This design comes from an exercise in tuning for small area on the open sky130 flow, not from production work.
Only simulation tests tie the RTL to the original design; equivalence was not proved.
Power and IR drop assume default switching activity. No driver is modelled on the clock port, so clocking that relies on it looks cheaper here than on a real chip.

==> v37 <==
Design conv2d_3x3_fifo_full, start of the top module:
module conv2d_3x3_fifo_full #(
    parameter IMG_W = 128,
    parameter PIXEL_BITS = 8
)(
    input clk,
    input rst_n,
    input [PIXEL_BITS-1:0] pixel_in,
    input pixel_valid,
    output [PIXEL_BITS-1:0] out_pixel,
    output reg out_valid
);
    localparam N = 2*IMG_W;
    reg [PIXEL_BITS-1:0] sr [1:N];
    integer k;
    always @(posedge clk) begin
        if (pixel_valid) begin
            sr[1] <= pixel_in;
            for (k = 2; k <= N; k = k + 1)
                sr[k] <= sr[k-1];
        end
    end
    reg [$clog2(IMG_W)-1:0] cnt;
    reg full1, full2;
    always @(posedge clk or negedge rst_n) begin
        if (!rst_n) begin
            cnt <= 0; full1 <= 0; full2 <= 0;
        end else if (pixel_valid && !full2) begin
            cnt <= cnt + 1'b1;
            if (&cnt) begin
                full1 <= 1'b1;
                full2 <= full1;
            end
        end
    end
    wire [PIXEL_BITS-1:0] mid = full1 ? sr[IMG_W] : 0;
    wire [PIXEL_BITS-1:0] bot = full2 ? sr[N]     : 0;
    wire [PIXEL_BITS+1:0] v0 = pixel_in + {mid, 1'b0} + bot;
    reg  [PIXEL_BITS+1:0] v1, v2;
    wire [PIXEL_BITS+2:0] s = {1'b0, v2} - {1'b0, v0};
    reg  [PIXEL_BITS-2:0] nxt, out;
    always @(posedge clk or negedge rst_n) begin
        if (!rst_n) begin
            v1 <= 0; v2 <= 0; nxt <= 0;
            out <= 0;
            out_valid <= 0;
        end else begin
            out_valid <= pixel_valid;
            if (pixel_valid) begin
                v1 <= v0;
                v2 <= v1;
                nxt <= s[PIXEL_BITS+2:4];
                out <= nxt;
            end
        end
    end
    assign out_pixel = {out[PIXEL_BITS-2], out};
endmodule
==> module conv2d_3x3_fifo_full, before the edit <==
module conv2d_3x3_fifo_full #(
    parameter IMG_W = 128,
    parameter PIXEL_BITS = 8
)(
    input clk,
    input rst_n,
    input [PIXEL_BITS-1:0] pixel_in,
    input pixel_valid,
    output [PIXEL_BITS-1:0] out_pixel,
    output reg out_valid
);
    localparam N = 2*IMG_W;
    reg [PIXEL_BITS-1:0] sr [1:N];
    integer k;
    always @(posedge clk) begin
        if (pixel_valid) begin
            sr[1] <= pixel_in;
            for (k = 2; k <= N; k = k + 1)
                sr[k] <= sr[k-1];
        end
    end
    reg [$clog2(IMG_W)-1:0] cnt;
    reg full1, full2;
    always @(posedge clk or negedge rst_n) begin
        if (!rst_n) begin
            cnt <= 0; full1 <= 0; full2 <= 0;
        end else if (pixel_valid && !full2) begin
            cnt <= cnt + 1'b1;
            if (&cnt) begin
                full1 <= 1'b1;
                full2 <= full1;
            end
        end
    end
    wire [PIXEL_BITS-1:0] mid = full1 ? sr[IMG_W] : 0;
    wire [PIXEL_BITS-1:0] bot = full2 ? sr[N]     : 0;
    wire [PIXEL_BITS+1:0] v0 = pixel_in + {mid, 1'b0} + bot;
    reg  [PIXEL_BITS+1:0] v1, v2;
    wire [PIXEL_BITS+2:0] s = {1'b0, v2} - {1'b0, v0};
    reg  [PIXEL_BITS-2:0] nxt, out;
    always @(posedge clk or negedge rst_n) begin
        if (!rst_n) begin
            v1 <= 0; v2 <= 0; nxt <= 0;
            out <= 0;
            out_valid <= 0;
        end else begin
            out_valid <= pixel_valid;
            if (pixel_valid) begin
                v1 <= v0;
                v2 <= v1;
                nxt <= s[PIXEL_BITS+2:4];
                out <= nxt;
            end
        end
    end
    assign out_pixel = {out[PIXEL_BITS-2], out};
endmodule
Settings: LEC_CHECK=0, CAP_MARGIN=0, CORE_MARGIN=2, CORE_UTILIZATION=60, SLEW_MARGIN=0; clock period 10.0 ns.
standard.sh (not shown) runs the stock make flow with config.mk's settings and CLKGATE_MAP_FILE= SYNTH_SCRIPT=/design/flow/synth_recipe.tcl, a recipe that flattens the netlist after the stock synthesis.
==> flow/flow/run.sh <==
#!/bin/bash
# The standard layout (standard.sh), with these changes:
#  - input and output ports are buffered with buf_1 cells;
#  - clock tree synthesis adds no dummy loads and puts as many flip-flops
#    on each leaf buffer as the clock-pin slew limit allows: the layout is
#    made with the largest cluster size first, and made again from clock
#    tree synthesis on with a smaller one while the worst flip-flop clock-pin
#    slew of the final layout (ORFS's own extraction) is over SLEW_LIMIT_PS.
# Each tool's output goes to a log of its own in this folder.
set -euo pipefail
SLEW_LIMIT_PS=121
SIZES="37 36 35 34 33 32 30 28 24 20"
res=orfs/results/sky130hd/conv2d_3x3_fifo_full/base
export BUFFER_PORTS_ARGS="-buffer_cell sky130_fd_sc_hd__buf_1"
last=""
for sz in $SIZES; do
  last=$sz
  export CTS_ARGS="-sink_clustering_enable -repair_clock_nets -dont_use_dummy_load -sink_clustering_size $sz -sink_clustering_max_diameter 100 -buf_list sky130_fd_sc_hd__clkbuf_16"
  if [[ -d $res ]]; then
    rm -f $res/4_* $res/5_* $res/6_* out/final.def
  fi
  bash standard.sh > standard_cts$sz.log 2>&1
  SLEW_ODB=$res/6_final.odb SLEW_SPEF=$res/6_final.spef SLEW_SDC=$res/6_final.sdc \
  SLEW_LIB=$FLOW_HOME/platforms/sky130hd/lib/sky130_fd_sc_hd__tt_025C_1v80.lib \
  PLATFORM_DIR=$FLOW_HOME/platforms/sky130hd \
    openroad -no_init -exit flow/clkslew.tcl > clkslew_cts$sz.log 2>&1 || true
  slew=$(sed -n 's/^CLKSLEW //p' clkslew_cts$sz.log)
  echo "cluster size $sz: worst clock-pin slew ${slew:-unknown} ps"
  if [[ -n $slew ]] && awk -v s="$slew" -v l="$SLEW_LIMIT_PS" 'BEGIN { exit !(s <= l) }'; then
    break
  fi
done
echo "kept cluster size $last"
==> flow/flow/clkslew.tcl <==
# Worst flip-flop clock-pin slew (ps) of the final layout, from ORFS's own extraction.
read_db $::env(SLEW_ODB)
read_liberty $::env(SLEW_LIB)
read_sdc $::env(SLEW_SDC)
source $::env(PLATFORM_DIR)/setRC.tcl
read_spef $::env(SLEW_SPEF)
set_propagated_clock [all_clocks]
set worst 0
foreach pin [all_registers -clock_pins -edge_triggered] {
  foreach edge {rise fall} {
    foreach analysis {min max} {
      set s [expr {[sta::time_ui_sta [get_property $pin slew_${analysis}_$edge]] * 1e12}]
      set worst [expr {max($worst, $s)}]
    }
  }
}
puts "CLKSLEW $worst"
==> v5 (differences from v37) <==
==> flow/design.v (replaced) <==
`timescale 1ns/1ps
module conv2d_3x3_fifo_full #(
    parameter IMG_W = 128,
    parameter PIXEL_BITS = 8
)(
    input clk,
    input rst_n,
    input [PIXEL_BITS-1:0] pixel_in,
    input pixel_valid,
    output reg [PIXEL_BITS-1:0] out_pixel,
    output reg out_valid
);
    localparam N = 2*IMG_W;
    reg [PIXEL_BITS-1:0] sr [1:N];
    integer k;
    always @(posedge clk) begin
        if (pixel_valid) begin
            sr[1] <= pixel_in;
            for (k = 2; k <= N; k = k + 1)
                sr[k] <= sr[k-1];
        end
    end
    reg [$clog2(N+1)-1:0] cnt;
    always @(posedge clk or negedge rst_n) begin
        if (!rst_n)
            cnt <= 0;
        else if (pixel_valid && !cnt[$clog2(N)])
            cnt <= cnt + 1'b1;
    end
    wire [PIXEL_BITS-1:0] mid = (cnt[$clog2(N)] | cnt[$clog2(N)-1]) ? sr[IMG_W] : 0;
    wire [PIXEL_BITS-1:0] bot = cnt[$clog2(N)] ? sr[N] : 0;
    wire [PIXEL_BITS+1:0] v0 = pixel_in + {mid, 1'b0} + bot;
    reg  [PIXEL_BITS+1:0] v1, v2;
    wire [PIXEL_BITS+3:0] s = {2'b00, v2} - {2'b00, v0};
    reg  [PIXEL_BITS-1:0] nxt;
    always @(posedge clk or negedge rst_n) begin
        if (!rst_n) begin
            v1 <= 0; v2 <= 0; nxt <= 0;
            out_pixel <= 0;
            out_valid <= 0;
        end else begin
            out_valid <= pixel_valid;
            if (pixel_valid) begin
                v1 <= v0;
                v2 <= v1;
                nxt <= s[PIXEL_BITS+3:4];
                out_pixel <= nxt;
            end
        end
    end
endmodule
==> flow/flow/run.sh (replaced) <==
#!/bin/bash
# The standard layout, with clock tree synthesis told to add no dummy loads
# and to cluster the flip-flops into larger groups per leaf buffer.
set -euo pipefail
export BUFFER_PORTS_ARGS="-buffer_cell sky130_fd_sc_hd__buf_1"
export CTS_ARGS="-sink_clustering_enable -repair_clock_nets -dont_use_dummy_load -sink_clustering_size 40 -sink_clustering_max_diameter 60 -buf_list sky130_fd_sc_hd__clkbuf_16"
bash standard.sh > standard.log 2>&1
removed: flow/flow/clkslew.tcl
==> summary.txt <==
metric	v37	v5
Result of the run	complete, no violations	complete, no violations
Beginning of the worst register-to-register path	full1$_DFFE_PN0P_	cnt[8]$_DFFE_PN0P_
Multi-input combinational area share	0.01965	0.01977
Final period utilization	0.5271	0.5083
Post-synthesis to final-layout area growth	5.949%	8.239%
Power density relative to cell area	208.9 mW/mm^2	222.1 mW/mm^2
Clock network area share	0.02620	0.04693
Detailed-route wire length on metal 1	39.20 mm	39.39 mm
Endpoint of the worst hold path	sr[2][0]$_DFFE_PP_	sr[22][5]$_DFFE_PP_
Mux cell area share after synthesis	0.004457	0.004611
Post-DP HPWL	31.22 mm	30.76 mm
All-Layer GR Usage	0.1274	0.1323
Die Span X	330.6 um	330.7 um
Via count of the first global-routing pass	19050	19720
Sequential share of cell area	0.9232	0.9031
Detailed-route via count	20140	20600
Reported leakage power	22.24 nW	22.98 nW
Met3 track utilization from global routing	0.02090	0.02527
Least-Margin Pin Slew	1123 ps	1100 ps
Syn_nets	2300	2306
Wire length on met3	2.387 mm	2.595 mm
Worst setup timing slack at the placement stage	4034 ps	4157 ps
Cells after Synth	2264	2270
Beginning of the worst hold path	sr[1][0]$_DFFE_PP_	sr[21][5]$_DFFE_PP_
Met1 usage	0.2301	0.2340

-- port drivers added, routing unchanged --
No port has a modelled driver above. Below, the same layouts with a new extraction and two added sets of constraints.
Step 1 assumes that a clkbuf_16 drives the clock port and a buf_2 every other input.
Step 2 moves the port delays by t, midway between the first and last clock arrival at a register: inputs arrive t later, outputs are due t later. That takes back most of the time a late clock gives input paths.
a / b / c = no drivers / after step 1 / after step 2; a / b = the first two.
| run | t (ns) | setup WS [ns] | worst setup path after step 2 | worst slew at a driven data input, ns | cell pins on the clock port's net |
|---|---|---|---|---|---|
| v37 | 0.708 | 4.729 / 4.770 / 4.063 | input to register | 0.04 | 1 |
| v5 | 0.774 | 4.917 / 4.958 / 4.183 | input to register | 0.03 | 1 |
After both steps setup and hold are still met in every run listed. For v5, which loses most, drivers alone change the setup slack by +0.041 ns; drivers and shift together by -0.734 ns.
